This design comes from an exercise in tuning for small area on the open sky130 flow, not from production work.
Only simulation tests tie the RTL to the original design; equivalence was not proved.
Power is estimated from default activity; no workload was simulated.

**flow/run.sh**
```bash
#!/bin/bash
# Own layout flow: the standard synthesis (standard.sh synth), then an
# area-oriented ABC remap of its combinational logic (registers keep their
# names and cell types), then the standard layout steps from floorplan to
# finish, with buf_1 cells as the port buffers. Each tool's output goes to a
# log file of its own in this folder.
set -euo pipefail
here=$(pwd)
res=$here/orfs/results/$FLOW_PLATFORM/serial/base
lib=$FLOW_HOME/platforms/$FLOW_PLATFORM/lib/sky130_fd_sc_hd__tt_025C_1v80.lib
yosys_bin=/OpenROAD-flow-scripts/tools/install/yosys/bin/yosys
[[ -x $yosys_bin ]] || yosys_bin=yosys

bash standard.sh synth > synth_standard.log 2>&1
cp "$res/1_2_yosys.v" "$here/synth_standard.v"

sed -e "s#@LIB@#$lib#g" -e "s#@IN@#$here/synth_standard.v#" \
    -e "s#@ABC@#$here/flow/remap.abc#" -e "s#@STAT@#$here/remap_stat.txt#" \
    -e "s#@OUT@#$here/remap_all.v#" flow/remap.ys > remap_run.ys
"$yosys_bin" -s remap_run.ys > remap.log 2>&1
# keep only the top module (the others are the liberty cells read for their functions)
awk '/^module serial\(/,/^endmodule/' remap_all.v > remap.v
grep -q '^module serial(' remap.v
if grep -q '^ *assign ' remap.v; then echo "remap left an assign" >&2; exit 1; fi

cp remap.v "$res/1_2_yosys.v"
rm -f "$res/1_synth.odb" "$res/1_synth.sdc"
export BUFFER_PORTS_ARGS="-buffer_cell sky130_fd_sc_hd__buf_1"
export CTS_ARGS="-sink_clustering_enable -repair_clock_nets -dont_use_dummy_load"
bash standard.sh > layout.log 2>&1
test -f out/final.def
```
**flow/remap.abc**
```
strash
dch -f
amap
```
**flow/remap.ys**
```
# Area-oriented remap of the standard synthesis netlist's combinational logic.
# Flip-flops, full and half adders and tie cells stay as they are (same
# instance names and cell types); the other cells are flattened into their
# liberty functions and mapped again by ABC with remap.abc.
read_liberty -ignore_miss_func @LIB@
read_verilog @IN@
hierarchy -top serial
setattr -mod -set keep_hierarchy 1 sky130_fd_sc_hd__df* sky130_fd_sc_hd__edf* sky130_fd_sc_hd__fa_* sky130_fd_sc_hd__ha_* sky130_fd_sc_hd__conb_1
flatten
opt_clean
abc -liberty @LIB@ -script @ABC@ -dont_use sky130_fd_sc_hd__probe_p_8 -dont_use sky130_fd_sc_hd__probec_p_8 -dont_use sky130_fd_sc_hd__lpflow*
opt_clean -purge
hilomap -singleton -hicell sky130_fd_sc_hd__conb_1 HI -locell sky130_fd_sc_hd__conb_1 LO
splitnets
opt_clean -purge
insbuf -buf sky130_fd_sc_hd__buf_1 A X
opt_clean -purge
tee -o @STAT@ stat -liberty @LIB@
write_verilog -noattr -nohex -nodec @OUT@
```
**standard.sh**
```bash
#!/bin/bash
# synth_recipe.tcl (not shown) runs the flow's synth.tcl, then flattens the netlist and writes it again
# the make line also repeats each setting of config.mk as NAME=value (left out here)
make -C /OpenROAD-flow-scripts/flow DESIGN_CONFIG=/design/flow/config.mk WORK_HOME=/design/flow/orfs CLKGATE_MAP_FILE= SYNTH_SCRIPT=/design/flow/synth_recipe.tcl "${@:-finish}"
```
**config.mk**
```make
export PLATFORM = sky130hd
export DESIGN_NAME = serial
export DESIGN_NICKNAME = serial
export VERILOG_FILES = /design/flow/design.v
export SDC_FILE = /design/flow/constraint.sdc
export NUM_CORES = 4
export LEC_CHECK = 0
export CAP_MARGIN = 0
export CORE_MARGIN = 2
export CORE_UTILIZATION = 40
export SLEW_MARGIN = 0
```
**constraint.sdc**
```tcl
create_clock -name core_clock -period 10.0 [get_ports {clk}]
set_input_delay 2.0000 -clock core_clock [delete_from_list [all_inputs] [get_ports {clk}]]
set_output_delay 2.0000 -clock core_clock [all_outputs]
set_load 0.01 [all_outputs]
```
**design.v**
```verilog
module serial
    ( input  clk
    , input  reset
    , input  enable
    , input  can_send
    , input [7:0] data_in
    , input  in_stb
    , output wire [7:0] data_out
    , output wire  out_stb
    );
  reg [15:0] x;       
  reg [15:0] y;       
  reg [15:0] a;       
  reg        nl;      
  reg        cmd_up;  
  reg        cmd_dn;  
  reg [4:0]  st;
  wire in_mode   = (st[4:3] == 2'b00);
  wire mul_mode  = (st[4:3] == 2'b01);
  wire send_mode = (st[4:3] == 2'b10);
  wire newline = ~data_in[5];
  wire digit   = data_in[4] & ~data_in[6];
  wire apply   = in_stb & in_mode & digit;
  wire [3:0] n = data_in[3:0];
  wire send = send_mode & ~nl & can_send;
  genvar i;
  wire [3:0]  nx = (apply & ~cmd_up & ~cmd_dn) ? n : 4'd0;
  wire [16:0] xc;
  wire [15:0] xs;
  assign xc[0] = 1'b0;
  generate for (i = 0; i < 16; i = i + 1) begin : xadd
    if (i < 4) begin : f
      assign xs[i]   = x[i] ^ nx[i] ^ xc[i];
      assign xc[i+1] = (x[i] & nx[i]) | (xc[i] & (x[i] ^ nx[i]));
    end else begin : h
      assign xs[i]   = x[i] ^ xc[i];
      assign xc[i+1] = x[i] & xc[i];
    end
  end endgenerate
  wire [15:0] x_add = xs | {16{xc[16]}};
  wire        sub = apply & cmd_up;
  wire [3:0]  ny = (apply & (cmd_up | cmd_dn)) ? n : 4'd0;
  wire [15:0] yi = y ^ {16{sub}};
  wire [16:0] yc;
  wire [15:0] ys;
  assign yc[0] = 1'b0;
  generate for (i = 0; i < 16; i = i + 1) begin : yadd
    if (i < 4) begin : f
      assign ys[i]   = yi[i] ^ ny[i] ^ yc[i];
      assign yc[i+1] = (yi[i] & ny[i]) | (yc[i] & (yi[i] ^ ny[i]));
    end else begin : h
      assign ys[i]   = yi[i] ^ yc[i];
      assign yc[i+1] = yi[i] & yc[i];
    end
  end endgenerate
  wire [15:0] y_next = (ys | {16{yc[16]}}) ^ {16{sub}};
  wire [15:0] p0 = y & {16{x[0]}};
  wire [15:0] p1 = y & {16{x[1]}};
  wire [16:0] cs_s, cs_c;
  generate for (i = 0; i < 17; i = i + 1) begin : csa
    wire o1 = (i < 16) ? a[i]  : 1'b0;
    wire o2 = (i < 16) ? p0[i] : 1'b0;
    wire o3 = (i > 0) ? p1[i-1] : 1'b0;
    assign cs_s[i] = o1 ^ o2 ^ o3;
    assign cs_c[i] = (o1 & o2) | (o3 & (o1 ^ o2));
  end endgenerate
  wire [17:0] sum;
  wire [17:0] rc;
  assign sum[0] = cs_s[0];
  assign rc[1]  = 1'b0;
  generate for (i = 1; i < 17; i = i + 1) begin : rca
    assign sum[i]  = cs_s[i] ^ cs_c[i-1] ^ rc[i];
    assign rc[i+1] = (cs_s[i] & cs_c[i-1]) | (rc[i] & (cs_s[i] ^ cs_c[i-1]));
  end endgenerate
  assign sum[17] = cs_c[16] ^ rc[17];
  wire inc = (in_mode & in_stb & newline & nl) | mul_mode | send;
  always @(posedge clk or posedge reset) begin
    if (reset) begin
      x  <= 16'd0;
      y  <= 16'd0;
      a  <= 16'd0;
      nl <= 1'b1;
      st <= 5'b00111;
    end else begin
      x <= mul_mode ? {sum[1:0], x[15:2]} : send ? {x[11:0], 4'd0} : x_add;
      y <= y_next;
      if (mul_mode) a <= sum[17:2];
      else if (send) a <= {a[11:0], x[15:12]};
      if (in_stb) nl <= newline & in_mode;
      if (inc) st <= st + 5'd1;
    end
  end
  always @(posedge clk) begin
    if (in_stb & data_in[6]) begin
      cmd_up <= data_in[4];
      cmd_dn <= data_in[1];
    end
  end
  wire [3:0] nib = a[15:12];
  wire letter = nib[3] & (nib[2] | nib[1]);
  assign data_out = letter ? {4'h6, 1'b0, nib[2:0] - 3'd1} : {4'h3, nib};
  assign out_stb  = send;
endmodule
```
==> results of run 1 <==
-- how the worst max path moves through the flow --
stage | start | endpoint | slack (ns) | depth (start not counted)
finish | data_in[6] | y[8] | 1.81 | 25
global route | data_in[6] | y[14] | 1.14 | 25
CTS | data_in[6] | y[8] | 1.63 | 25
detailed placement | data_in[6] | y[8] | 1.32 | 25
global placement | data_in[6] | y[1] | 1.46 | 25
floorplan | x[0] | a[14] | 2.58 | 25
-- cell type report --
cell class / count / area [µm²]
Tap cell: 111 / 139
Timing Repair Buffer: 21 / 93.8
Fill cell: 879 / 5100
Multi-Input combinational cell: 254 / 2050
Clock buffer: 5 / 68.8
Sequential cell: 56 / 1420
Inverter: 63 / 236
-- report_power, final --
part | internal [mW] | switching (mW) | total [mW]
clock network | 0.0455 | 0.0692 | 0.115
registers | 0.338 | 0.0961 | 0.434
logic | 0.251 | 0.351 | 0.602
-- registers in the layout (all words and copies together), names as in the netlist, named ones only --
signal / cells
a: 16
x: 16
y: 15
st: 5
cmd_dn: 1
cmd_up: 1
nl: 1
-- layer usage --
metal / up-vias / wire [µm]
li1: 1324 / -
met1: 1328 / 3700
met2: 44 / 3410
met3: 8 / 192
met4: 0 / 74
met5: - / 0
-- critical path, delay by kind of cell --
family | cells | cell delay (ns)
buffers and inverters | 4 | 1.08
AOI/OAI and AO/OA | 3 | 1.65
adders and majority gates | 14 | 3.01
and+or+nand+nor | 4 | 0.65
==> flow_metrics.env, run 1 <==
export IMPL_tritoncts="built"
export IMPL_timing_clock_skew_ns=0.0223
export IMPL_grtUsageMet1=0.240
export IMPL_cellPowerDensity_nw_per_um2=287
export IMPL_placed_cells_incl_taps=505
export IMPL_cp_max_fo=32
export IMPL_cp_common_cell="sky130_fd_sc_hd__ha_1"
export IMPL_number_of_global_route_vias_before_repair=2631
export IMPL_ant_nets=0
export IMPL_n_antenna_cell=0
export IMPL_cts_hold_buf=0
export IMPL_gpl_final_weighted_congestion=0.793
export IMPL_power_leakage_nw=1.69
export IMPL_hold_start="st[0]"
export IMPL_worst_slew_margin_rel=0.200
export IMPL_leading_cell_types_in_the_layout_fill_and_taps_excluded="72 x sky130_fd_sc_hd__nor2_1, 62 x sky130_fd_sc_hd__clkinv_1, 50 x sky130_fd_sc_hd__dfrtp_1, 36 x sky130_fd_sc_hd__fa_1"
export IMPL_pre_cts_slack_ns=1.32
export IMPL_regToRegSetupSlack_ns=2.09
export IMPL_io_buffer_count=17
export IMPL_min_path_type="flop to flop"
export IMPL_initial_core_utilization=0.408
export IMPL_chipHeight_um=100
export IMPL_final_setup_tns_ns=0
export IMPL_tightest_slew_ns=1.20
export IMPL_initial_antenna_violation_count=0
export IMPL_critPathKind="primary input to flop"
export IMPL_routed_via_count=2704
export IMPL_totalWireLength_mm=7.38
export IMPL_fin_nets=478
export IMPL_clk_pin_slew_ns=0.09
export IMPL_grt_pass1_wl_mm=13.0
export IMPL_core_region_area_um2=9110
export IMPL_period_needed_ns=8.19
export IMPL_clock_tree_root_cell="sky130_fd_sc_hd__clkbuf_8"
export IMPL_total_routing_usage_reported_by_global_routing=0.161
export IMPL_drive_above_1_share=0.0351
export IMPL_postLayoutCoreUtil=0.440
export IMPL_hpwl_detailed_mm=5.57
export IMPL_detail_route_vias_per_cell=5.30
export IMPL_post_cts_resized_instances=0
export IMPL_layout_cells_most_common="sky130_fd_sc_hd__nor2_1"
export IMPL_outcome="timing/DRC/antenna clean"
export IMPL_dr_pass1_iters=5
export IMPL_r2r_cells=23
export IMPL_syn_num_nets=452
export IMPL_layout_setup_ws_ns=1.81
export IMPL_cts_made_buffers=5
export IMPL_htreeDepth=2
export IMPL_fmax_mhz=122
export IMPL_capturing_element_type_of_the_critical_path="flop"
export IMPL_final_hold_violation_count=0
export IMPL_finalSetupViolations=0
export IMPL_cts_sinks=56
export IMPL_synth_avg_cell_area_um2=9.91
export IMPL_timing_hold_worst_path_depth=2
export IMPL_syn_instance_count=375
export IMPL_busiest_layer="met2"
export IMPL_drt_first_iter_violations=129
export IMPL_rr_startpoint="x[1]"
export IMPL_routedWlPerCell_um=14.5
export IMPL_totalPowerFinal_mw=1.15
export IMPL_crit_arrival_ns=8.40
export IMPL_rsz_0062_raised_after_global_routing="false"
export IMPL_critical_path_required_ns=10.20
export IMPL_finish_instance_area_um2=4010
export IMPL_timing_max_cap_violations=0
export IMPL_mappedNetlistArea_um2=3710
export IMPL_min_to="st[0]"
export IMPL_die_width_um=100
export IMPL_grt_overflow=0
export IMPL_yosysWarningCount=1
export IMPL_grt_max_degree=55
export IMPL_insertion_delay_ns=0.31
export IMPL_ctsLongestPathBuffers=2
export IMPL_startpoint_type_of_the_worst_setup_path="primary input"
export IMPL_global_route_usage_met3=0.0209
export IMPL_layout_worst_path_cycle_share=0.819
export IMPL_worst_reg2reg_endpoint="a[14]"
export IMPL_placement_rows=35
export IMPL_cts_post_setup_buffers_inserted=0
export IMPL_critPathSlowestCell="sky130_fd_sc_hd__a22oi_1"
export IMPL_place_area_um2=3940
export IMPL_syn2layout_area_growth_pct=7.91
export IMPL_worst_path_largest_cell_delay_ns=0.95
export IMPL_hold_worst_slack_ns=0.510
export IMPL_pin_count=22
export IMPL_drc_errors=0
export IMPL_vdd_ir_drop_worst_v=0.0000755
export IMPL_post_layout_nonfiller_instances=510
export IMPL_slew_viol_final=0
export IMPL_routing_usage_on_met2=0.252
export IMPL_die_area_um2=10100
==> inputs of run 2 (changes only) <==
--- a/flow/run.sh
+++ b/flow/run.sh
@@ -26,6 +26,5 @@
 cp remap.v "$res/1_2_yosys.v"
 rm -f "$res/1_synth.odb" "$res/1_synth.sdc"
 export BUFFER_PORTS_ARGS="-buffer_cell sky130_fd_sc_hd__buf_1"
-export CTS_ARGS="-sink_clustering_enable -repair_clock_nets -dont_use_dummy_load"
 bash standard.sh > layout.log 2>&1
 test -f out/final.def
--- a/config.mk
+++ b/config.mk
@@ -5,7 +5,7 @@
 export SDC_FILE = /design/flow/constraint.sdc
 export NUM_CORES = 4
 export LEC_CHECK = 0
-export CAP_MARGIN = 0
+export CAP_MARGIN = 20
 export CORE_MARGIN = 2
 export CORE_UTILIZATION = 40
-export SLEW_MARGIN = 0
+export SLEW_MARGIN = 20
==> run 2 against run 1 <==
  * Critical path type unchanged
  * Largest cell class unchanged
  * Non-clock buffer count is 1 higher
  * Synthesized cell count unchanged
  * Setup slack improved by 0.24 ns
  * Still clean on timing, DRC and antenna
  * Synthesized area unchanged
  * Global-route usage barely moved
  * Via count fell by 0.55%
  * Total power increased by 1.1%
  * First-iteration DRC count decreased by 26%
  * Worst hold slack better by 0.011 ns
  * Maximum frequency increased by 3.0%
  * Clock skew is 0.013 ns lower
  * Routed wire length increased by 1.2%
==> flow_metrics.env, run 2 <==
export IMPL_cts_post_setup_buffers_inserted=0
export IMPL_timing_clock_skew_ns=0.00894
export IMPL_yosysWarningCount=1
export IMPL_cellPowerDensity_nw_per_um2=288
export IMPL_syn_num_nets=452
export IMPL_die_area_um2=10100
export IMPL_layout_worst_path_cycle_share=0.796
export IMPL_period_needed_ns=7.96
export IMPL_critical_path_required_ns=10.23
export IMPL_power_frac_clock=0.109
export IMPL_clk_pin_slew_ns=0.10
export IMPL_clock_tree_root_cell="sky130_fd_sc_hd__clkbuf_8"
export IMPL_dr_pass1_iters=5
export IMPL_drive_above_1_share=0.0397
export IMPL_insertion_delay_ns=0.32
export IMPL_vdd_ir_drop_worst_v=0.0000815
export IMPL_crit_arrival_ns=8.18
export IMPL_r2r_cells=23
export IMPL_hold_start="st[0]"
export IMPL_hold_worst_slack_ns=0.521
export IMPL_switching_share=0.450
export IMPL_switching_power_mw=0.523
export IMPL_grt_pass1_wl_mm=12.8
export IMPL_final_hold_violation_count=0
export IMPL_worst_path_largest_cell_delay_ns=0.82
export IMPL_syn_instance_count=375
export IMPL_synth_avg_cell_area_um2=9.91
export IMPL_gpl_final_weighted_congestion=0.793
export IMPL_number_of_global_route_vias_before_repair=2637
export IMPL_core_region_area_um2=9110
export IMPL_min_to="st[0]"
export IMPL_routed_via_count=2689
export IMPL_layout_cells_most_common="sky130_fd_sc_hd__nor2_1"
export IMPL_post_cts_resized_instances=0
export IMPL_initial_antenna_violation_count=0
export IMPL_capturing_element_type_of_the_critical_path="flop"
export IMPL_rr_startpoint="x[1]"
export IMPL_cts_sinks=56
export IMPL_leading_cell_types_in_the_layout_fill_and_taps_excluded="72 x sky130_fd_sc_hd__nor2_1, 62 x sky130_fd_sc_hd__clkinv_1, 50 x sky130_fd_sc_hd__dfrtp_1, 36 x sky130_fd_sc_hd__fa_1"
export IMPL_leading_registers_by_flop_count="a (16), x (16), y (15)"
export IMPL_place_area_um2=3950
export IMPL_totalWireLength_mm=7.47
export IMPL_chipHeight_um=100
export IMPL_tritoncts="built"
export IMPL_fin_nets=479
export IMPL_cp_common_cell="sky130_fd_sc_hd__ha_1"
export IMPL_postLayoutCoreUtil=0.443
export IMPL_fmax_mhz=126
export IMPL_power_frac_comb=0.518
export IMPL_final_setup_tns_ns=0
export IMPL_tightest_slew_ns=0.800
export IMPL_power_leakage_nw=1.71
export IMPL_mappedNetlistArea_um2=3710
export IMPL_drc_errors=0
export IMPL_regToRegSetupSlack_ns=2.10
export IMPL_detail_route_vias_per_cell=5.23
export IMPL_die_width_um=100
export IMPL_n_antenna_cell=0
export IMPL_power_frac_seq=0.373
export IMPL_hpwl_detailed_mm=5.65
export IMPL_grt_overflow=0
export IMPL_cts_hold_buf=0
export IMPL_grt_max_degree=55
export IMPL_cts_made_buffers=5
export IMPL_setup_worst_path_start="data_in[6]"
export IMPL_finish_instance_area_um2=4030
export IMPL_startpoint_type_of_the_worst_setup_path="primary input"
export IMPL_timing_hold_worst_path_depth=2
export IMPL_worst_slew_margin_rel=0.463
export IMPL_timing_max_cap_violations=0
export IMPL_total_routing_usage_reported_by_global_routing=0.161
export IMPL_routedWlPerCell_um=14.5
export IMPL_placement_rows=35
export IMPL_ant_nets=0
export IMPL_critPathSlowestCell="sky130_fd_sc_hd__clkinv_1"
export IMPL_ctsLongestPathBuffers=2
export IMPL_drt_first_iter_violations=96
export IMPL_totalPowerFinal_mw=1.16
export IMPL_htreeDepth=2
export IMPL_syn2layout_area_growth_pct=8.56
export IMPL_finalSetupViolations=0
export IMPL_rsz_0062_raised_after_global_routing="false"
export IMPL_outcome="timing/DRC/antenna clean"
export IMPL_io_buffer_count=17
export IMPL_min_path_type="flop to flop"
export IMPL_worst_reg2reg_endpoint="a[14]"
export IMPL_cp_max_fo=32
export IMPL_initial_core_utilization=0.408
export IMPL_slew_viol_final=0
export IMPL_pin_count=22
export IMPL_critPathKind="primary input to flop"
export IMPL_power_internal_mw=0.640
run 2: per-stage QoR:
step | setup WS, ns | instances
2_1_floorplan | 2.58 | 375
3_3_place_gp | 1.46 | 505
3_5_place_dp | 1.64 | 506
4_1_cts | 1.97 | 514
5_1_grt | 1.48 | 514
6_report | 2.04 | 514
run 2: power by group through the flow:
stage / logic (mW) / registers (mW) / clock network, mW
final: 0.603 / 0.434 / 0.127
after global routing: 0.709 / 0.452 / 0.140
after floorplan: 0.471 / 0.409 / 0
after global placement: 0.592 / 0.436 / 0
after detailed placement: 0.614 / 0.439 / 0
after CTS: 0.614 / 0.435 / 0.131
run 2: worst max-delay path by stage:
stage,to,slack (ns)
2_1_floorplan,a[14],2.58
6_report,y[8],2.04
4_1_cts,y[8],1.97
5_1_grt,y[8],1.48
3_3_place_gp,y[1],1.46
3_5_place_dp,y[8],1.64
run 2: critical path: cells and delay by family:
kind                     cells  cell delay, ns
AO/OA/AOI/OAI                3            1.17
adder cells (fa/ha/maj)     14            3.01
buffers and inverters        5            1.35
AND/OR/NAND/NOR              4            0.63
run 2: layout make-up:
class | count | area [µm²]
Inverter | 63 | 236
Clock buffer | 7 | 76.3
Fill cell | 891 | 5080
Multi-Input combinational cell | 254 | 2050
Timing Repair Buffer | 22 | 101
Clock inverter | 1 | 8.76
Tap cell | 111 | 139
Sequential cell | 56 | 1420
run 2: metal layers:
| metal | GRT usage | vias to the layer above | share of wire |
|---|---|---|---|
| li1 | - | 1323 | - |
| met1 | 0.233 | 1320 | 0.51 |
| met2 | 0.250 | 35 | 0.45 |
| met3 | 0.0230 | 11 | 0.022 |
| met4 | 0.0506 | 0 | 0.015 |
| met5 | 0 | - | 0 |
==> inputs of run 3 (changes only) <==
--- a/design.v
+++ b/design.v
@@ -12,9 +12,9 @@
   reg [15:0] y;       
   reg [15:0] a;       
   reg        nl;      
-  reg        cmd_up;  
-  reg        cmd_dn;  
   reg [4:0]  st;
+  wire       cmd_up = st[1];
+  wire       cmd_dn = st[0];
   wire in_mode   = (st[4:3] == 2'b00);
   wire mul_mode  = (st[4:3] == 2'b01);
   wire send_mode = (st[4:3] == 2'b10);
@@ -73,27 +73,25 @@
     assign rc[i+1] = (cs_s[i] & cs_c[i-1]) | (rc[i] & (cs_s[i] ^ cs_c[i-1]));
   end endgenerate
   assign sum[17] = cs_c[16] ^ rc[17];
-  wire inc = (in_mode & in_stb & newline & nl) | mul_mode | send;
+  wire empty_line = in_mode & in_stb & newline & nl;
+  wire cmd_load   = in_mode & in_stb & data_in[6];
+  wire inc        = mul_mode | send;
   always @(posedge clk or posedge reset) begin
     if (reset) begin
       x  <= 16'd0;
       y  <= 16'd0;
       a  <= 16'd0;
       nl <= 1'b1;
-      st <= 5'b00111;
+      st <= 5'b00000;
     end else begin
       x <= mul_mode ? {sum[1:0], x[15:2]} : send ? {x[11:0], 4'd0} : x_add;
       y <= y_next;
       if (mul_mode) a <= sum[17:2];
       else if (send) a <= {a[11:0], x[15:12]};
       if (in_stb) nl <= newline & in_mode;
-      if (inc) st <= st + 5'd1;
-    end
-  end
-  always @(posedge clk) begin
-    if (in_stb & data_in[6]) begin
-      cmd_up <= data_in[4];
-      cmd_dn <= data_in[1];
+      if (empty_line) st <= 5'b01000;
+      else if (cmd_load) st[1:0] <= {data_in[4], data_in[1]};
+      else if (inc) st <= st + 5'd1;
     end
   end
   wire [3:0] nib = a[15:12];
--- a/flow/run.sh
+++ b/flow/run.sh
@@ -26,5 +26,6 @@
 cp remap.v "$res/1_2_yosys.v"
 rm -f "$res/1_synth.odb" "$res/1_synth.sdc"
 export BUFFER_PORTS_ARGS="-buffer_cell sky130_fd_sc_hd__buf_1"
+export CTS_ARGS="-sink_clustering_enable -repair_clock_nets -dont_use_dummy_load"
 bash standard.sh > layout.log 2>&1
 test -f out/final.def
--- a/config.mk
+++ b/config.mk
@@ -5,7 +5,8 @@
 export SDC_FILE = /design/flow/constraint.sdc
 export NUM_CORES = 4
 export LEC_CHECK = 0
-export CAP_MARGIN = 20
+export CAP_MARGIN = 0
 export CORE_MARGIN = 2
 export CORE_UTILIZATION = 40
-export SLEW_MARGIN = 20
+export GPL_TIMING_DRIVEN = 0
+export SLEW_MARGIN = 0
==> run 3 against run 2 <==
  * Sequential cell count down 2
  * Routed wire length fell by 2.1%
  * Total power down 8.9%
  * Sequential share of layout area shrank 1.3 points
  * Synthesized cell count increased by 1.6%
  * Clock skew grew 0.012 ns
  * Critical path depth decreased by 1
  * Register-to-register slack hardly changed
  * Design area decreased by 0.87%
  * Setup slack got worse by 0.036 ns
  * Largest power group unchanged
==> flow_metrics.env, run 3 <==
export IMPL_outcome="timing/DRC/antenna clean"
export IMPL_syn_num_nets=459
export IMPL_initial_core_utilization=0.405
export IMPL_layout_worst_path_cycle_share=0.799
export IMPL_insertion_delay_ns=0.31
export IMPL_drive_above_1_share=0.0272
export IMPL_post_cts_resized_instances=0
export IMPL_period_needed_ns=7.99
export IMPL_worst_reg2reg_endpoint="a[14]"
export IMPL_number_of_global_route_vias_before_repair=2670
export IMPL_cp_max_fo=24
export IMPL_final_setup_tns_ns=0
export IMPL_pre_cts_slack_ns=1.62
export IMPL_cellPowerDensity_nw_per_um2=265
export IMPL_chipHeight_um=100
export IMPL_routed_via_count=2714
export IMPL_totalWireLength_mm=7.31
export IMPL_leading_registers_by_flop_count="a (16), x (16), y (15)"
export IMPL_syn2layout_area_growth_pct=8.49
export IMPL_die_width_um=100
export IMPL_core_region_area_um2=9110
export IMPL_routing_usage_on_met2=0.261
export IMPL_worst_slew_margin_rel=0.171
export IMPL_placement_rows=35
export IMPL_clk_pin_slew_ns=0.10
export IMPL_grt_overflow=0
export IMPL_hold_start="nl"
export IMPL_crit_arrival_ns=8.21
export IMPL_placed_cells_incl_taps=511
export IMPL_cts_made_buffers=5
export IMPL_critPathKind="primary input to flop"
export IMPL_fmax_mhz=125
export IMPL_timing_hold_worst_path_depth=2
export IMPL_drt_first_iter_violations=60
export IMPL_layout_setup_ws_ns=2.01
export IMPL_hpwl_detailed_mm=5.59
export IMPL_total_routing_usage_reported_by_global_routing=0.160
export IMPL_drc_errors=0
export IMPL_detail_route_vias_per_cell=5.26
export IMPL_critical_path_required_ns=10.22
export IMPL_regToRegSetupSlack_ns=2.11
export IMPL_io_buffer_count=17
export IMPL_grt_max_degree=42
export IMPL_busiest_layer="met2"
export IMPL_fillers=901
export IMPL_cts_hold_buf=0
export IMPL_syn_instance_count=381
export IMPL_fin_nets=485
export IMPL_capturing_element_type_of_the_critical_path="flop"
export IMPL_mappedNetlistArea_um2=3680
export IMPL_finalSetupViolations=0
export IMPL_post_layout_nonfiller_instances=516
export IMPL_initial_antenna_violation_count=0
export IMPL_tightest_slew_ns=1.24
export IMPL_die_area_um2=10000
export IMPL_timing_clock_skew_ns=0.0206
export IMPL_timing_max_cap_violations=0
export IMPL_cts_post_setup_buffers_inserted=0
export IMPL_startpoint_type_of_the_worst_setup_path="primary input"
export IMPL_vdd_ir_drop_worst_v=0.0000932
export IMPL_global_route_usage_met3=0.0202
export IMPL_min_path_type="flop to flop"
export IMPL_n_antenna_cell=0
export IMPL_synth_avg_cell_area_um2=9.67
export IMPL_clock_tree_root_cell="sky130_fd_sc_hd__clkbuf_8"
export IMPL_yosysWarningCount=1
export IMPL_ant_nets=0
export IMPL_gpl_final_weighted_congestion=0.786
export IMPL_dr_pass1_iters=4
export IMPL_r2r_cells=23
export IMPL_pin_count=22
export IMPL_power_leakage_nw=1.69
export IMPL_seqCellArea_um2=1350
export IMPL_min_to="nl"
export IMPL_layout_cells_most_common="sky130_fd_sc_hd__nor2_1"
export IMPL_htreeDepth=2
export IMPL_ctsLongestPathBuffers=2
export IMPL_grt_pass1_wl_mm=12.8
export IMPL_leading_cell_types_in_the_layout_fill_and_taps_excluded="75 x sky130_fd_sc_hd__nor2_1, 64 x sky130_fd_sc_hd__clkinv_1, 53 x sky130_fd_sc_hd__dfrtp_1, 36 x sky130_fd_sc_hd__fa_1, 29 x sky130_fd_sc_hd__ha_1"
export IMPL_multiInputGateArea_um2=2090
export IMPL_final_hold_violation_count=0
export IMPL_slew_viol_final=0
export IMPL_grtUsageMet1=0.230
export IMPL_routedWlPerCell_um=14.2
export IMPL_rr_startpoint="x[0]"
export IMPL_tritoncts="built"
export IMPL_rsz_0062_raised_after_global_routing="false"
export IMPL_postLayoutCoreUtil=0.439
export IMPL_cts_sinks=54
==> run 3: how the worst max path moves through the flow <==
| stage | start | endpoint | slack (ns) | cells past startpoint |
|---|---|---|---|---|
| 5_1_grt | in_stb | y[13] | 1.39 | 25 |
| 6_report | data_in[4] | y[10] | 2.01 | 25 |
| 3_5_place_dp | data_in[4] | y[10] | 1.62 | 25 |
| 2_1_floorplan | data_in[4] | y[0] | 1.67 | 23 |
| 3_3_place_gp | data_in[4] | y[4] | 0.18 | 24 |
| 4_1_cts | data_in[4] | y[10] | 1.93 | 25 |
==> run 3: worst max-delay path: stages <==
cell	delay, ns
sky130_fd_sc_hd__buf_1	0.10
sky130_fd_sc_hd__clkinv_1	0.07
sky130_fd_sc_hd__or3_1	0.45
sky130_fd_sc_hd__nor2_2	0.32
sky130_fd_sc_hd__buf_8	0.23
sky130_fd_sc_hd__clkinv_1	0.40
sky130_fd_sc_hd__a21oi_1	0.35
sky130_fd_sc_hd__fa_1	0.22
sky130_fd_sc_hd__clkinv_1	0.08
sky130_fd_sc_hd__fa_1	0.38
sky130_fd_sc_hd__fa_1	0.37
sky130_fd_sc_hd__ha_1	0.19
sky130_fd_sc_hd__ha_1	0.18
sky130_fd_sc_hd__ha_1	0.18
sky130_fd_sc_hd__ha_1	0.18
sky130_fd_sc_hd__ha_1	0.17
sky130_fd_sc_hd__ha_1	0.18
sky130_fd_sc_hd__ha_1	0.19
sky130_fd_sc_hd__ha_1	0.18
sky130_fd_sc_hd__ha_1	0.18
sky130_fd_sc_hd__ha_1	0.18
sky130_fd_sc_hd__ha_1	0.21
sky130_fd_sc_hd__a22oi_1	0.97
sky130_fd_sc_hd__nor2_1	0.07
sky130_fd_sc_hd__a21oi_1	0.16
==> run 3: metal layers <==
metal | up-vias | wire [µm]
met1 | 1329 | 3640
li1 | 1347 | -
met5 | - | 0
met2 | 33 | 3410
met3 | 5 | 183
met4 | 0 | 78
==> run 3: area by class of cell <==
| class | instances | share of cell area |
|---|---|---|
| buffer | 2 | 0.00188 |
| clock buffer | 5 | 0.0172 |
| inverter | 65 | 0.0613 |
| multi-input combinational | 260 | 0.522 |
| sequential | 54 | 0.338 |
| tap | 111 | 0.0347 |
| timing repair buffer | 19 | 0.0247 |
==> run 3: stage by stage <==
step / total power, mW / hold WS, ns / instance area (µm²)
after CTS: 1.07 / 0.507 / 4000
after floorplan: 0.809 / 0.468 / 3680
after global placement: 0.936 / 0.489 / 3890
final: 1.06 / 0.503 / 4000
after global routing: 1.18 / 0.535 / 4000
after detailed placement: 0.957 / 0.491 / 3930
==> run 3: power by group <==
group	leakage, nW	switching [mW]	internal, mW	total [mW]
combinational	1.03	0.312	0.215	0.527
clock	0.0359	0.0698	0.0455	0.115
sequential	0.631	0.0951	0.323	0.418
total	1.69	0.477	0.583	1.06
==> inputs of run 4 (changes only) <==
--- a/config.mk
+++ b/config.mk
@@ -8,5 +8,4 @@
 export CAP_MARGIN = 0
 export CORE_MARGIN = 2
 export CORE_UTILIZATION = 40
-export GPL_TIMING_DRIVEN = 0
 export SLEW_MARGIN = 0
==> run 4 against run 3 <==
  * Via count decreased by 0.11%
  * Still clean on timing, DRC and antenna
  * Cell count unchanged
  * Clock power about the same
  * Die area unchanged
  * First-iteration DRC count increased by 87%
  * Count of clock-buffer cells in the layout unchanged
  * Sequential share of layout area increased by 0.14 points
  * Register-to-register slack got worse by 0.07 ns
  * Critical path type is now flop to flop
==> flow_metrics.env, run 4 <==
export IMPL_power_frac_seq=0.393
export IMPL_io_buffer_count=17
export IMPL_synth_avg_cell_area_um2=9.67
export IMPL_timing_max_cap_violations=0
export IMPL_tightest_slew_ns=1.26
export IMPL_worstSetupEndpoint="a[14]"
export IMPL_regToRegSetupSlack_ns=2.04
export IMPL_critical_path_required_ns=10.19
export IMPL_slew_viol_final=0
export IMPL_die_width_um=100
export IMPL_pin_count=22
export IMPL_syn_num_nets=459
export IMPL_worst_slew_margin_rel=0.159
export IMPL_cp_max_fo=14
export IMPL_total_routing_usage_reported_by_global_routing=0.161
export IMPL_gpl_final_weighted_congestion=0.792
export IMPL_outcome="timing/DRC/antenna clean"
export IMPL_timing_clock_skew_ns=0.0193
export IMPL_n_antenna_cell=0
export IMPL_layout_cells_most_common="sky130_fd_sc_hd__nor2_1"
export IMPL_cts_made_buffers=5
export IMPL_core_region_area_um2=9110
export IMPL_switching_share=0.449
export IMPL_cts_post_setup_buffers_inserted=0
export IMPL_critPathKind="flop to flop"
export IMPL_vdd_ir_drop_worst_v=0.0000641
export IMPL_drive_above_1_share=0.0296
export IMPL_timing_hold_worst_path_depth=2
export IMPL_grt_overflow=0
export IMPL_path_depth=23
export IMPL_syn2layout_area_growth_pct=8.05
export IMPL_worst_reg2reg_endpoint="a[14]"
export IMPL_detail_route_vias_per_cell=5.25
export IMPL_insertion_delay_ns=0.32
export IMPL_power_frac_comb=0.498
export IMPL_cp_common_cell="sky130_fd_sc_hd__fa_1"
export IMPL_worst_path_largest_cell_delay_ns=0.51
export IMPL_dr_pass1_iters=5
export IMPL_htreeDepth=2
export IMPL_startpoint_type_of_the_worst_setup_path="flop"
export IMPL_ctsLongestPathBuffers=2
export IMPL_fmax_mhz=126
export IMPL_cpLargestDelayFamily="adder cells"
export IMPL_tritoncts="built"
export IMPL_final_hold_violation_count=0
export IMPL_grt_pass1_wl_mm=12.9
export IMPL_die_area_um2=10000
export IMPL_placement_rows=35
export IMPL_crit_arrival_ns=8.14
export IMPL_chipHeight_um=100
export IMPL_timing_critical_path_cells="clkinv_1, nor2_1, fa_1, clkinv_1, fa_1, clkinv_1, fa_1, fa_1, fa_1, fa_1, fa_1, fa_1, fa_1, fa_1, fa_1, fa_1, clkinv_1, fa_1, clkinv_1, fa_1, fa_1, a222oi_1, clkinv_1"
export IMPL_grt_max_degree=55
export IMPL_number_of_global_route_vias_before_repair=2747
export IMPL_layout_worst_path_cycle_share=0.796
export IMPL_r2r_cells=23
export IMPL_routedWlPerCell_um=14.2
export IMPL_power_frac_clock=0.108
export IMPL_clock_tree_root_cell="sky130_fd_sc_hd__clkbuf_8"
export IMPL_initial_core_utilization=0.405
export IMPL_cp_buffers_inverters=6
export IMPL_period_needed_ns=7.96
export IMPL_totalWireLength_mm=7.34
export IMPL_cellPowerDensity_nw_per_um2=267
export IMPL_drc_errors=0
export IMPL_capturing_element_type_of_the_critical_path="flop"
export IMPL_routed_via_count=2711
export IMPL_post_cts_resized_instances=0
export IMPL_mappedNetlistArea_um2=3680
export IMPL_power_leakage_nw=1.70
export IMPL_switching_power_mw=0.477
export IMPL_leading_cell_types_in_the_layout_fill_and_taps_excluded="76 x sky130_fd_sc_hd__nor2_1, 64 x sky130_fd_sc_hd__clkinv_1, 53 x sky130_fd_sc_hd__dfrtp_1, 36 x sky130_fd_sc_hd__fa_1, 29 x sky130_fd_sc_hd__ha_1"
export IMPL_fin_nets=485
export IMPL_setup_worst_path_start="x[0]"
export IMPL_totalPowerFinal_mw=1.06
export IMPL_min_path_type="flop to flop"
export IMPL_drt_first_iter_violations=112
export IMPL_yosysWarningCount=1
export IMPL_initial_antenna_violation_count=0
export IMPL_clk_pin_slew_ns=0.09
export IMPL_leading_registers_by_flop_count="a (16), x (16), y (15)"
export IMPL_rsz_0062_raised_after_global_routing="false"
export IMPL_critPathSlowestCell="sky130_fd_sc_hd__fa_1"
export IMPL_power_internal_mw=0.586
export IMPL_finalSetupViolations=0
export IMPL_hpwl_detailed_mm=5.52
export IMPL_cts_sinks=54
export IMPL_final_setup_tns_ns=0
export IMPL_cts_hold_buf=0
export IMPL_syn_instance_count=381
export IMPL_rr_startpoint="x[0]"
export IMPL_ant_nets=0
-- run 4: power groups by stage --
stage / combinational, mW / sequential (mW) / clock [mW]
2_1_floorplan: 0.414 / 0.394 / 0
3_3_place_gp: 0.520 / 0.421 / 0
3_5_place_dp: 0.537 / 0.423 / 0
4_1_cts: 0.538 / 0.419 / 0.120
5_1_grt: 0.618 / 0.435 / 0.129
6_report: 0.529 / 0.418 / 0.115
-- run 4: layer usage --
metal | GRT usage | wire, µm | vias to the layer above
met5 | 0 | 0 | -
met4 | 0.0453 | 48 | 0
met3 | 0.0167 | 187 | 6
met2 | 0.263 | 3470 | 49
met1 | 0.231 | 3630 | 1313
li1 | - | - | 1343
-- run 4: area by class of cell --
cell class	instances	area (µm²)
Tap cell	111	139
Sequential cell	54	1350
Clock buffer	5	68.8
Fill cell	893	5130
Timing Repair Buffer	21	93.8
Inverter	65	244
Multi-Input combinational cell	260	2080
-- run 4: through the flow --
stage / hold slack [ns] / worst slack (ns) / cell area (µm²) / cells / util
finish: 0.504 / 2.04 / 3980 / 516 / 0.437
global route: 0.519 / 1.54 / 3980 / 516 / 0.437
CTS: 0.506 / 1.99 / 3980 / 516 / 0.437
detailed placement: 0.489 / 1.65 / 3910 / 511 / 0.430
global placement: 0.489 / 1.80 / 3910 / 511 / 0.430
floorplan: 0.468 / 1.67 / 3680 / 381 / -
-- run 4: how the worst min path moves through the flow --
stage	from	end
5_1_grt	nl	nl
3_3_place_gp	nl	nl
6_report	nl	nl
4_1_cts	nl	nl
2_1_floorplan	nl	nl
3_5_place_dp	nl	nl
-- run 4: tightest hold or removal path: stages, from the launching register on --
cell and delay (ns):
sky130_fd_sc_hd__dfstp_2 0.37, sky130_fd_sc_hd__clkinv_1 0.06, sky130_fd_sc_hd__o22ai_1 0.07
==> inputs of run 5 (changes only) <==
==> flow/remap.ys (replaced) <==
# Area-oriented remap of the standard synthesis netlist's combinational logic.
# Flip-flops, full adders and tie cells stay as they are (same
# instance names and cell types); the other cells are flattened into their
# liberty functions and mapped again by ABC with remap.abc.
read_liberty -ignore_miss_func @LIB@
read_verilog @IN@
hierarchy -top serial
setattr -mod -set keep_hierarchy 1 sky130_fd_sc_hd__df* sky130_fd_sc_hd__edf* sky130_fd_sc_hd__fa_* sky130_fd_sc_hd__conb_1
flatten
opt_clean
abc -liberty @LIB@ -script @ABC@ -dont_use sky130_fd_sc_hd__probe_p_8 -dont_use sky130_fd_sc_hd__probec_p_8 -dont_use sky130_fd_sc_hd__lpflow*
opt_clean -purge
hilomap -singleton -hicell sky130_fd_sc_hd__conb_1 HI -locell sky130_fd_sc_hd__conb_1 LO
splitnets
opt_clean -purge
insbuf -buf sky130_fd_sc_hd__buf_1 A X
opt_clean -purge
tee -o @STAT@ stat -liberty @LIB@
write_verilog -noattr -nohex -nodec @OUT@
==> run 5 against run 4 <==
  * Still clean on timing, DRC and antenna
  * Routed wire length increased by 7.3%
  * Non-clock buffer count grew 1
  * Clock skew down 0.0071 ns
  * Sequential power is 15% lower
  * Via count grew 7.7%
  * Largest cell class unchanged
==> flow_metrics.env, run 5 <==
export IMPL_vdd_ir_drop_worst_v=0.0000744
export IMPL_syn_instance_count=417
export IMPL_io_buffer_count=17
export IMPL_postLayoutCoreUtil=0.448
export IMPL_die_area_um2=9840
export IMPL_cts_post_setup_buffers_inserted=0
export IMPL_critical_path_required_ns=10.18
export IMPL_layout_cells_most_common="sky130_fd_sc_hd__nor2_1"
export IMPL_fin_nets=493
export IMPL_yosysWarningCount=1
export IMPL_grt_pass1_wl_mm=14.2
export IMPL_ctsLongestPathBuffers=2
export IMPL_number_of_global_route_vias_before_repair=3007
export IMPL_post_cts_resized_instances=0
export IMPL_fmax_mhz=125
export IMPL_totalWireLength_mm=7.87
export IMPL_power_leakage_nw=1.56
export IMPL_drc_errors=0
export IMPL_mappedNetlistArea_um2=3620
export IMPL_layout_worst_path_cycle_share=0.801
export IMPL_tritoncts="built"
export IMPL_slew_viol_final=0
export IMPL_critPathKind="flop to flop"
export IMPL_total_routing_usage_reported_by_global_routing=0.177
export IMPL_n_antenna_cell=0
export IMPL_min_path_type="flop to flop"
export IMPL_place_area_um2=3860
export IMPL_timing_clock_skew_ns=0.0122
export IMPL_crit_arrival_ns=8.19
export IMPL_final_setup_tns_ns=0
export IMPL_dr_pass1_iters=4
export IMPL_final_hold_violation_count=0
export IMPL_synth_avg_cell_area_um2=8.69
export IMPL_totalPowerFinal_mw=0.713
export IMPL_htreeDepth=2
export IMPL_drt_first_iter_violations=146
export IMPL_syn2layout_area_growth_pct=8.28
export IMPL_startpoint_type_of_the_worst_setup_path="flop"
export IMPL_initial_antenna_violation_count=0
export IMPL_cellPowerDensity_nw_per_um2=182
export IMPL_clock_tree_root_cell="sky130_fd_sc_hd__clkbuf_8"
export IMPL_finalSetupViolations=0
export IMPL_detail_route_vias_per_cell=5.31
export IMPL_leading_cell_types_in_the_layout_fill_and_taps_excluded="76 x sky130_fd_sc_hd__nor2_1, 71 x sky130_fd_sc_hd__clkinv_1, 53 x sky130_fd_sc_hd__dfrtp_1, 46 x sky130_fd_sc_hd__o21ai_0, 39 x sky130_fd_sc_hd__nand2_1"
export IMPL_worst_slew_margin_rel=0.224
export IMPL_tightest_slew_ns=1.15
export IMPL_insertion_delay_ns=0.31
export IMPL_global_route_usage_met3=0.0260
export IMPL_grt_max_degree=55
export IMPL_pin_count=22
export IMPL_finish_instance_area_um2=3930
export IMPL_grt_overflow=0
export IMPL_initial_core_utilization=0.414
export IMPL_routedWlPerCell_um=14.3
export IMPL_hpwl_detailed_mm=5.79
export IMPL_leading_registers_by_flop_count="a (16), x (16), y (15)"
export IMPL_period_needed_ns=8.01
export IMPL_syn_num_nets=466
export IMPL_grtUsageMet1=0.253
export IMPL_die_width_um=99.2
export IMPL_outcome="timing/DRC/antenna clean"
export IMPL_gpl_final_weighted_congestion=0.792
export IMPL_cts_hold_buf=0
export IMPL_hold_worst_slack_ns=0.506
export IMPL_ant_nets=0
export IMPL_drive_above_1_share=0.0294
export IMPL_core_region_area_um2=8760
export IMPL_rsz_0062_raised_after_global_routing="false"
export IMPL_timing_max_cap_violations=0
export IMPL_placement_rows=34
export IMPL_chipHeight_um=99.2
export IMPL_routed_via_count=2921
export IMPL_busiest_layer="met2"
export IMPL_routing_usage_on_met2=0.286
export IMPL_cp_max_fo=14
export IMPL_clk_pin_slew_ns=0.10
export IMPL_cts_sinks=54
export IMPL_capturing_element_type_of_the_critical_path="flop"
export IMPL_cts_made_buffers=5
[run 5: worst paths after layout]
path | cells past startpoint | slack (ns) | endpoint | startpoint
min in group asynchronous | 3 | 1.86 | st[0] | reset
min | 2 | 0.51 | nl | nl
max reg2reg | 23 | 1.99 | a[14] | x[0]
max | 23 | 1.99 | a[14] | x[0]
max in group asynchronous | 3 | 7.67 | y[12] | reset
min reg2reg | 2 | 0.51 | nl | nl
[run 5: cell type report]
cell class                      instances  area, µm²
Inverter                               72        270
Multi-Input combinational cell        289       2000
Timing Repair Buffer                   22        101
Tap cell                              108        135
Fill cell                             894       4840
Clock buffer                            5       68.8
Sequential cell                        54       1350
[run 5: power breakdown]
group | switching, mW | internal (mW)
logic | 0.141 | 0.103
clock network | 0.0690 | 0.0455
registers | 0.0734 | 0.281
[run 5: routing by layer]
layer	wire length, µm	up-vias	share of wire
li1	-	1460	-
met1	3760	1401	0.48
met2	3710	53	0.47
met3	321	7	0.041
met4	85	0	0.011
met5	0	-	0
[run 5: critical path, cell delays in order (launching register included)]
cell and delay [ns]:
sky130_fd_sc_hd__dfrtp_1 0.48, sky130_fd_sc_hd__clkinv_1 0.43, sky130_fd_sc_hd__nor2_1 0.27, sky130_fd_sc_hd__fa_1 0.44
sky130_fd_sc_hd__clkinv_1 0.07, sky130_fd_sc_hd__fa_1 0.17, sky130_fd_sc_hd__clkinv_1 0.08, sky130_fd_sc_hd__fa_1 0.39
sky130_fd_sc_hd__fa_1 0.40, sky130_fd_sc_hd__fa_1 0.39, sky130_fd_sc_hd__fa_1 0.41, sky130_fd_sc_hd__fa_1 0.46
sky130_fd_sc_hd__fa_1 0.47, sky130_fd_sc_hd__fa_1 0.47, sky130_fd_sc_hd__fa_1 0.46, sky130_fd_sc_hd__fa_1 0.46
sky130_fd_sc_hd__fa_1 0.43, sky130_fd_sc_hd__clkinv_1 0.07, sky130_fd_sc_hd__fa_1 0.17, sky130_fd_sc_hd__clkinv_1 0.08
sky130_fd_sc_hd__fa_1 0.45, sky130_fd_sc_hd__fa_1 0.48, sky130_fd_sc_hd__a22oi_1 0.20, sky130_fd_sc_hd__o21ai_0 0.14
[run 5: stage by stage]
stage	instances	setup slack [ns]
finish	550	1.99
global route	550	1.51
CTS	550	1.90
detailed placement	545	1.93
global placement	545	2.02
floorplan	417	2.49
==> inputs of run 6 (changes only) <==
--- a/flow/run.sh
+++ b/flow/run.sh
@@ -14,14 +14,29 @@
 bash standard.sh synth > synth_standard.log 2>&1
 cp "$res/1_2_yosys.v" "$here/synth_standard.v"
 
-sed -e "s#@LIB@#$lib#g" -e "s#@IN@#$here/synth_standard.v#" \
-    -e "s#@ABC@#$here/flow/remap.abc#" -e "s#@STAT@#$here/remap_stat.txt#" \
-    -e "s#@OUT@#$here/remap_all.v#" flow/remap.ys > remap_run.ys
-"$yosys_bin" -s remap_run.ys > remap.log 2>&1
-# keep only the top module (the others are the liberty cells read for their functions)
-awk '/^module serial\(/,/^endmodule/' remap_all.v > remap.v
-grep -q '^module serial(' remap.v
-if grep -q '^ *assign ' remap.v; then echo "remap left an assign" >&2; exit 1; fi
+# remap with each ABC script in flow/remap*.abc; keep the smallest fully
+# mapped result
+best=""; best_area=""
+for abc in flow/remap*.abc; do
+  k=$(basename "$abc" .abc)
+  sed -e "s#@LIB@#$lib#g" -e "s#@IN@#$here/synth_standard.v#" \
+      -e "s#@ABC@#$here/$abc#" -e "s#@STAT@#$here/${k}_stat.txt#" \
+      -e "s#@OUT@#$here/${k}_all.v#" flow/remap.ys > ${k}_run.ys
+  if ! "$yosys_bin" -s ${k}_run.ys > ${k}.log 2>&1; then continue; fi
+  # keep only the top module (the others are the liberty cells read for their functions)
+  awk '/^module serial\(/,/^endmodule/' ${k}_all.v > ${k}.v
+  grep -q '^module serial(' ${k}.v || continue
+  if grep -q '^ *assign ' ${k}.v; then continue; fi
+  if grep -q '^ *\\\$' ${k}.v; then continue; fi
+  area=$(awk '/Chip area for top module/ {print $NF}' ${k}_stat.txt)
+  [[ -n "$area" ]] || continue
+  if [[ -z "$best" ]] || awk -v a="$area" -v b="$best_area" 'BEGIN {exit !(a < b)}'; then
+    best=$k; best_area=$area
+  fi
+done
+echo "remap: chose $best with area $best_area" > remap_choice.log
+[[ -n "$best" ]]
+cp ${best}.v remap.v
 
 cp remap.v "$res/1_2_yosys.v"
 rm -f "$res/1_synth.odb" "$res/1_synth.sdc"
==> flow/remap1.abc (new file) <==
strash
dch -f
amap
==> flow/remap2.abc (new file) <==
strash
dch
amap -m
==> flow/remap3.abc (new file) <==
strash
dch -f
map -a
mfs2
amap
==> flow/remap4.abc (new file) <==
strash
dch -f
map -a
mfs2 -a
amap
--- a/config.mk
+++ b/config.mk
@@ -7,5 +7,5 @@
 export LEC_CHECK = 0
 export CAP_MARGIN = 0
 export CORE_MARGIN = 2
-export CORE_UTILIZATION = 40
+export CORE_UTILIZATION = 60
 export SLEW_MARGIN = 0
removed: flow/remap.abc
==> run 6 against run 5 <==
  * Highest routed layer unchanged
  * Design area decreased by 2.1%
  * Critical endpoint unchanged
  * Sequential share of layout area increased by 0.74 points
  * Sequential power increased by 18%
==> flow_metrics.env, run 6 <==
export IMPL_insertion_delay_ns=0.31
export IMPL_clock_tree_root_cell="sky130_fd_sc_hd__clkbuf_8"
export IMPL_slew_viol_final=0
export IMPL_cts_post_setup_buffers_inserted=0
export IMPL_ctsLongestPathBuffers=2
export IMPL_n_antenna_cell=0
export IMPL_cp_buffers_inverters=5
export IMPL_capturing_element_type_of_the_critical_path="flop"
export IMPL_timing_max_cap_violations=0
export IMPL_timing_critical_path_cells="clkinv_1, nor2_1, fa_1, clkinv_1, fa_1, clkinv_1, fa_1, fa_1, fa_1, fa_1, fa_1, fa_1, fa_1, fa_1, fa_1, fa_1, clkinv_1, fa_1, clkinv_1, fa_1, fa_1, a22oi_1, o21ai_0"
export IMPL_layout_worst_path_cycle_share=0.784
export IMPL_tritoncts="built"
export IMPL_htreeDepth=2
export IMPL_dr_pass1_iters=7
export IMPL_pre_cts_slack_ns=1.96
export IMPL_initial_core_utilization=0.614
export IMPL_cp_max_fo=16
export IMPL_grt_overflow=0
export IMPL_outcome="timing/DRC/antenna clean"
export IMPL_synth_avg_cell_area_um2=8.94
export IMPL_fin_nets=477
export IMPL_routed_via_count=2860
export IMPL_final_setup_tns_ns=0
export IMPL_placement_rows=28
export IMPL_drt_first_iter_violations=173
export IMPL_timing_clock_skew_ns=0.0195
export IMPL_drc_errors=0
export IMPL_yosysWarningCount=1
export IMPL_rsz_0062_raised_after_global_routing="false"
export IMPL_power_leakage_nw=1.57
export IMPL_min_path_type="flop to flop"
export IMPL_leading_registers_by_flop_count="a (16), x (16), y (15)"
export IMPL_worst_slew_margin_rel=0.371
export IMPL_detail_route_vias_per_cell=5.71
export IMPL_worst_path_largest_cell_delay_ns=0.50
export IMPL_syn2layout_area_growth_pct=6.93
export IMPL_cts_hold_buf=0
export IMPL_tightest_slew_ns=0.940
export IMPL_grt_max_degree=55
export IMPL_critical_path_required_ns=10.20
export IMPL_mappedNetlistArea_um2=3590
export IMPL_hpwl_detailed_mm=5.76
export IMPL_fmax_mhz=128
export IMPL_io_buffer_count=17
export IMPL_clk_pin_slew_ns=0.10
export IMPL_number_of_global_route_vias_before_repair=2713
export IMPL_layout_cells_most_common="sky130_fd_sc_hd__clkinv_1"
export IMPL_total_routing_usage_reported_by_global_routing=0.257
export IMPL_startpoint_type_of_the_worst_setup_path="flop"
export IMPL_vdd_ir_drop_worst_v=0.000151
export IMPL_fillers=515
export IMPL_drive_above_1_share=0.0258
export IMPL_syn_instance_count=402
export IMPL_die_area_um2=6620
export IMPL_final_hold_violation_count=0
export IMPL_crit_arrival_ns=8.04
export IMPL_cts_sinks=54
export IMPL_grt_pass1_wl_mm=12.8
export IMPL_core_region_area_um2=5850
export IMPL_gpl_final_weighted_congestion=0.821
export IMPL_totalWireLength_mm=7.63
export IMPL_leading_cell_types_in_the_layout_fill_and_taps_excluded="85 x sky130_fd_sc_hd__clkinv_1, 53 x sky130_fd_sc_hd__nor2_1, 53 x sky130_fd_sc_hd__dfrtp_1, 42 x sky130_fd_sc_hd__o21ai_0"
export IMPL_finalSetupViolations=0
export IMPL_cp_common_cell="sky130_fd_sc_hd__fa_1"
export IMPL_initial_antenna_violation_count=0
export IMPL_cpLargestDelayFamily="adder cells"
export IMPL_chipHeight_um=81.4
export IMPL_critPathSlowestCell="sky130_fd_sc_hd__fa_1"
export IMPL_pin_count=22
export IMPL_period_needed_ns=7.84
export IMPL_post_cts_resized_instances=0
export IMPL_critPathKind="flop to flop"
export IMPL_ant_nets=0
export IMPL_layout_setup_ws_ns=2.16
export IMPL_cellPowerDensity_nw_per_um2=278
export IMPL_routedWlPerCell_um=15.2
export IMPL_syn_num_nets=451
export IMPL_cts_made_buffers=5
export IMPL_die_width_um=81.4
[run 6: power by group]
part	switching [mW]	total [mW]	internal [mW]	leakage, nW
registers	0.0929	0.417	0.324	0.638
clock network	0.0673	0.113	0.0454	0.0359
logic	0.329	0.540	0.211	0.901
total	0.489	1.07	0.580	1.57
[run 6: final timing paths]
check | from | end | slack, ns | cells past startpoint
setup / recovery | x[1] | a[14] | 2.16 | 23
hold / removal | nl | nl | 0.51 | 2
setup reg to reg | x[1] | a[14] | 2.16 | 23
hold reg to reg | nl | nl | 0.51 | 2
max in group asynchronous | reset | a[12] | 7.68 | 3
min in group asynchronous | reset | async pin | 1.84 | 3
[run 6: layout make-up]
class | count | area (µm²) | share of cell area
clock buffer | 5 | 68.8 | 0.0179
tap | 75 | 93.8 | 0.0244
timing repair buffer | 21 | 93.8 | 0.0244
sequential | 54 | 1350 | 0.352
multi-input combinational | 260 | 1910 | 0.497
inverter | 86 | 323 | 0.0840
[run 6: metrics by stage]
stage / cell area (µm²) / util / total power [mW] / hold WS [ns] / cells
floorplan: 3590 / - / 0.809 / 0.471 / 402
global placement: 3770 / 0.645 / 0.944 / 0.494 / 496
detailed placement: 3770 / 0.645 / 0.965 / 0.501 / 496
CTS: 3840 / 0.657 / 1.08 / 0.512 / 501
global route: 3840 / 0.657 / 1.18 / 0.530 / 501
finish: 3840 / 0.657 / 1.07 / 0.510 / 501
[run 6: worst min-delay path, delay by kind of cell (launching register included)]
family	cells	cell delay, ns
AOI/OAI and AO/OA	1	0.09
buffers and inverters	1	0.05
DFF	1	0.37
[run 6: metal layers]
layer	vias to the layer above	global-route usage	share of wire
met3	8	0.0311	0.037
met5	-	0	0
met4	0	0.0678	0.012
met2	60	0.430	0.51
li1	1415	-	-
met1	1377	0.358	0.44
==> inputs of run 7 (changes only) <==
--- a/config.mk
+++ b/config.mk
@@ -7,5 +7,5 @@
 export LEC_CHECK = 0
 export CAP_MARGIN = 0
 export CORE_MARGIN = 2
-export CORE_UTILIZATION = 60
+export CORE_UTILIZATION = 25
 export SLEW_MARGIN = 0
==> run 7 against run 6 <==
  * Critical path depth stayed put
  * Via count is 0.17% higher
  * Clock skew is 0.00059 ns lower
  * Maximum frequency is 0.15% higher
  * Sequential power hardly changed
  * Count of clock-buffer cells in the layout stayed put
  * Still clean
  * Design area is 4.9% higher
  * Worst hold slack worse by 0.012 ns
==> flow_metrics.env, run 7 <==
export IMPL_synth_avg_cell_area_um2=8.94
export IMPL_leading_registers_by_flop_count="a (16), x (16), y (15)"
export IMPL_power_internal_mw=0.622
export IMPL_hpwl_detailed_mm=5.85
export IMPL_clock_tree_root_cell="sky130_fd_sc_hd__clkbuf_16"
export IMPL_power_frac_comb=0.479
export IMPL_initial_antenna_violation_count=0
export IMPL_layout_worst_path_cycle_share=0.783
export IMPL_critPathSlowestCell="sky130_fd_sc_hd__fa_1"
export IMPL_leading_cell_types_in_the_layout_fill_and_taps_excluded="85 x sky130_fd_sc_hd__clkinv_1, 53 x sky130_fd_sc_hd__nor2_1, 53 x sky130_fd_sc_hd__dfrtp_1, 42 x sky130_fd_sc_hd__o21ai_0"
export IMPL_finalSetupViolations=0
export IMPL_cts_post_setup_buffers_inserted=0
export IMPL_finish_instance_area_um2=4030
export IMPL_pin_count=22
export IMPL_startpoint_type_of_the_worst_setup_path="flop"
export IMPL_routedWlPerCell_um=12.6
export IMPL_crit_arrival_ns=8.00
export IMPL_core_region_area_um2=13900
export IMPL_drive_above_1_share=0.0258
export IMPL_regToRegSetupSlack_ns=2.17
export IMPL_switching_share=0.440
export IMPL_grt_overflow=0
export IMPL_clk_pin_slew_ns=0.07
export IMPL_cts_hold_buf=0
export IMPL_critPathKind="flop to flop"
export IMPL_post_cts_resized_instances=0
export IMPL_cp_max_fo=16
export IMPL_total_routing_usage_reported_by_global_routing=0.108
export IMPL_placement_rows=43
export IMPL_slew_viol_final=0
export IMPL_outcome="timing/DRC/antenna clean"
export IMPL_final_hold_violation_count=0
export IMPL_period_needed_ns=7.83
export IMPL_vdd_ir_drop_worst_v=0.0000853
export IMPL_tightest_slew_ns=0.952
export IMPL_cpLargestDelayFamily="adder cells"
export IMPL_htreeDepth=2
export IMPL_routed_via_count=2865
export IMPL_initial_core_utilization=0.258
export IMPL_capturing_element_type_of_the_critical_path="flop"
export IMPL_syn_instance_count=402
export IMPL_switching_power_mw=0.489
export IMPL_gpl_final_weighted_congestion=0.788
export IMPL_die_area_um2=15300
export IMPL_ant_nets=0
export IMPL_power_leakage_nw=1.60
export IMPL_cts_made_buffers=5
export IMPL_cts_sinks=54
export IMPL_cellPowerDensity_nw_per_um2=276
export IMPL_cp_common_cell="sky130_fd_sc_hd__fa_1"
export IMPL_number_of_global_route_vias_before_repair=2806
export IMPL_timing_critical_path_cells="clkinv_1, nor2_1, fa_1, clkinv_1, fa_1, clkinv_1, fa_1, fa_1, fa_1, fa_1, fa_1, fa_1, fa_1, fa_1, fa_1, fa_1, clkinv_1, fa_1, clkinv_1, fa_1, fa_1, a22oi_1, o21ai_0"
export IMPL_final_setup_tns_ns=0
export IMPL_cp_buffers_inverters=5
export IMPL_timing_max_cap_violations=0
export IMPL_power_frac_seq=0.375
export IMPL_layout_cells_most_common="sky130_fd_sc_hd__clkinv_1"
export IMPL_power_frac_clock=0.146
export IMPL_syn_num_nets=451
export IMPL_dr_pass1_iters=6
export IMPL_drt_first_iter_violations=234
export IMPL_worst_path_largest_cell_delay_ns=0.50
export IMPL_totalWireLength_mm=7.67
export IMPL_insertion_delay_ns=0.30
export IMPL_rsz_0062_raised_after_global_routing="false"
export IMPL_critical_path_required_ns=10.17
export IMPL_io_buffer_count=17
export IMPL_ctsLongestPathBuffers=2
export IMPL_die_width_um=124
export IMPL_fin_nets=477
export IMPL_min_path_type="flop to flop"
export IMPL_n_antenna_cell=0
export IMPL_drc_errors=0
export IMPL_yosysWarningCount=1
export IMPL_fillers=1473
export IMPL_timing_clock_skew_ns=0.0189
export IMPL_grt_pass1_wl_mm=13.1
export IMPL_fmax_mhz=128
export IMPL_tritoncts="built"
export IMPL_syn2layout_area_growth_pct=12.2
export IMPL_detail_route_vias_per_cell=4.73
export IMPL_chipHeight_um=124
export IMPL_mappedNetlistArea_um2=3590
export IMPL_grt_max_degree=55
export IMPL_worst_slew_margin_rel=0.363
export IMPL_place_area_um2=3910
==> run 7: through the flow <==
| stage | setup slack (ns) | hold WS, ns | power [mW] | std cells | utilization |
|---|---|---|---|---|---|
| detailed placement | 1.91 | 0.493 | 0.957 | 601 | 0.280 |
| global route | 1.38 | 0.521 | 1.23 | 606 | 0.289 |
| CTS | 2.09 | 0.503 | 1.13 | 606 | 0.289 |
| floorplan | 1.69 | 0.471 | 0.809 | 402 | - |
| finish | 2.17 | 0.498 | 1.11 | 606 | 0.289 |
| global placement | 2.03 | 0.492 | 0.938 | 601 | 0.280 |
==> run 7: final timing paths <==
| kind | startpoint | end | cells after the start |
|---|---|---|---|
| min in group asynchronous | reset | y[11] | 3 |
| hold / removal | st[2] | st[2] | 1 |
| setup / recovery | x[1] | a[14] | 23 |
| setup reg to reg | x[1] | a[14] | 23 |
| max in group asynchronous | reset | y[1] | 3 |
| hold reg to reg | st[2] | st[2] | 1 |
==> run 7: cell type report <==
cell class / instances / area [µm²] / area share
clock buffer: 5 / 125 / 0.0310
inverter: 86 / 323 / 0.0801
multi-input combinational: 260 / 1910 / 0.474
sequential: 54 / 1350 / 0.336
tap: 180 / 225 / 0.0559
timing repair buffer: 21 / 93.8 / 0.0233
==> run 7: power groups by stage <==
stage               Clock (mW)  Sequential, mW  Combinational [mW]
floorplan                    0           0.394               0.415
global placement             0           0.419               0.520
finish                   0.163           0.417               0.532
CTS                      0.169           0.418               0.538
global route             0.178           0.433               0.618
detailed placement           0           0.421               0.535
==> run 7: per-layer routing <==
| layer | part of all wire | GRT usage | up-vias |
|---|---|---|---|
| met1 | 0.46 | 0.139 | 1391 |
| met5 | 0 | 0 | - |
| met4 | 0.014 | 0.0351 | 0 |
| met2 | 0.49 | 0.185 | 46 |
| li1 | - | - | 1420 |
| met3 | 0.036 | 0.0192 | 8 |
==> inputs of run 8 (changes only) <==
--- a/config.mk
+++ b/config.mk
@@ -7,5 +7,5 @@
 export LEC_CHECK = 0
 export CAP_MARGIN = 0
 export CORE_MARGIN = 2
-export CORE_UTILIZATION = 25
+export CORE_UTILIZATION = 40
 export SLEW_MARGIN = 0
==> run 8 against run 7 <==
  * Highest routed layer unchanged
  * Critical path type is now primary input to flop
  * Global-route usage up 6.0 points
  * Clock power down about 30%
  * Worst hold slack better by 0.014 ns
==> flow_metrics.env, run 8 <==
export IMPL_crit_arrival_ns=8.07
export IMPL_layout_cells_most_common="sky130_fd_sc_hd__clkinv_1"
export IMPL_die_width_um=98.8
export IMPL_final_setup_tns_ns=0
export IMPL_vdd_ir_drop_worst_v=0.0000906
export IMPL_hpwl_detailed_mm=5.70
export IMPL_ant_nets=0
export IMPL_chipHeight_um=98.8
export IMPL_capturing_element_type_of_the_critical_path="flop"
export IMPL_startpoint_type_of_the_worst_setup_path="primary input"
export IMPL_grt_overflow=0
export IMPL_worst_path_largest_cell_delay_ns=0.47
export IMPL_die_area_um2=9760
export IMPL_cts_sinks=54
export IMPL_grt_max_degree=55
export IMPL_cp_buffers_inverters=14
export IMPL_fmax_mhz=127
export IMPL_cts_post_setup_buffers_inserted=0
export IMPL_totalWireLength_mm=7.56
export IMPL_rsz_0062_raised_after_global_routing="false"
export IMPL_fillers=864
export IMPL_ctsLongestPathBuffers=2
export IMPL_synth_avg_cell_area_um2=8.94
export IMPL_leading_cell_types_in_the_layout_fill_and_taps_excluded="85 x sky130_fd_sc_hd__clkinv_1, 53 x sky130_fd_sc_hd__nor2_1, 53 x sky130_fd_sc_hd__dfrtp_1, 42 x sky130_fd_sc_hd__o21ai_0"
export IMPL_seqCellArea_um2=1350
export IMPL_multiInputGateArea_um2=1910
export IMPL_drc_errors=0
export IMPL_tightest_slew_ns=0.969
export IMPL_n_antenna_cell=0
export IMPL_clock_tree_root_cell="sky130_fd_sc_hd__clkbuf_8"
export IMPL_total_routing_usage_reported_by_global_routing=0.168
export IMPL_pin_count=22
export IMPL_final_hold_violation_count=0
export IMPL_cp_max_fo=21
export IMPL_min_path_type="flop to flop"
export IMPL_finish_instance_area_um2=3880
export IMPL_cellPowerDensity_nw_per_um2=271
export IMPL_cpLargestDelayFamily="simple AND/OR/NAND/NOR gates"
export IMPL_syn_num_nets=451
export IMPL_clk_pin_slew_ns=0.09
export IMPL_critPathSlowestCell="sky130_fd_sc_hd__or3_1"
export IMPL_power_leakage_nw=1.57
export IMPL_fin_nets=477
export IMPL_syn2layout_area_growth_pct=8.08
export IMPL_tritoncts="built"
export IMPL_post_layout_nonfiller_instances=534
export IMPL_cts_made_buffers=5
export IMPL_grt_pass1_wl_mm=13.3
export IMPL_timing_max_cap_violations=0
export IMPL_leading_registers_by_flop_count="a (16), x (16), y (15)"
export IMPL_syn_instance_count=402
export IMPL_initial_antenna_violation_count=0
export IMPL_core_region_area_um2=8720
export IMPL_routed_via_count=2807
export IMPL_placed_cells_incl_taps=529
export IMPL_layout_worst_path_cycle_share=0.789
export IMPL_critical_path_required_ns=10.18
export IMPL_routedWlPerCell_um=14.2
export IMPL_detail_route_vias_per_cell=5.26
export IMPL_critPathKind="primary input to flop"
export IMPL_drt_first_iter_violations=144
export IMPL_initial_core_utilization=0.412
export IMPL_totalPowerFinal_mw=1.05
export IMPL_finalSetupViolations=0
export IMPL_place_area_um2=3810
export IMPL_io_buffer_count=17
export IMPL_slew_viol_final=0
export IMPL_dr_pass1_iters=4
export IMPL_drive_above_1_share=0.0258
export IMPL_cp_common_cell="sky130_fd_sc_hd__clkinv_1"
export IMPL_htreeDepth=2
export IMPL_placement_rows=34
export IMPL_outcome="timing/DRC/antenna clean"
export IMPL_cts_hold_buf=0
export IMPL_period_needed_ns=7.89
export IMPL_worst_slew_margin_rel=0.351
export IMPL_mappedNetlistArea_um2=3590
export IMPL_timing_clock_skew_ns=0.0294
export IMPL_gpl_final_weighted_congestion=0.793
export IMPL_post_cts_resized_instances=0
export IMPL_yosysWarningCount=1
export IMPL_number_of_global_route_vias_before_repair=2833
export IMPL_insertion_delay_ns=0.32
[run 8: metrics by stage]
step | hold WS, ns | setup slack, ns | utilization
final | 0.511 | 2.11 | 0.445
after global routing | 0.550 | 1.26 | 0.445
after CTS | 0.516 | 2.07 | 0.445
after detailed placement | 0.502 | 1.81 | 0.437
after global placement | 0.497 | 1.93 | 0.437
after floorplan | 0.471 | 1.69 | -
[run 8: final timing paths]
kind / startpoint / to / slack, ns / cells after the start
max reg2reg: x[0] / a[14] / 2.18 / 23
min in group asynchronous: reset / a[15] / 1.85 / 3
min: nl / nl / 0.51 / 2
min reg2reg: nl / nl / 0.51 / 2
max: in_stb / y[0] / 2.11 / 34
max in group asynchronous: reset / a[4] / 7.66 / 3
[run 8: layer usage]
metal / track usage / share of wire / wire, µm
met5: 0 / 0 / 0
met4: 0.0421 / 0.012 / 93
met3: 0.0284 / 0.029 / 218
met2: 0.286 / 0.49 / 3680
met1: 0.223 / 0.47 / 3560
[run 8: layout make-up]
cell class                      instances  share of cell area
Clock buffer                            5              0.0177
Sequential cell                        54               0.348
Multi-Input combinational cell        260               0.492
Inverter                               86              0.0831
Tap cell                              108              0.0348
Timing Repair Buffer                   21              0.0242
[run 8: power by group]
group	internal (mW)	total, mW	switching (mW)	leakage, nW
combinational	0.207	0.523	0.316	0.901
clock	0.0455	0.114	0.0683	0.0359
sequential	0.324	0.417	0.0938	0.638
total	0.576	1.05	0.478	1.57
[run 8: tightest hold or removal path: cells and delay by family (launching register included)]
family	cells	cell delay, ns
flops	1	0.37
compound gates	1	0.09
buf+inv	1	0.05
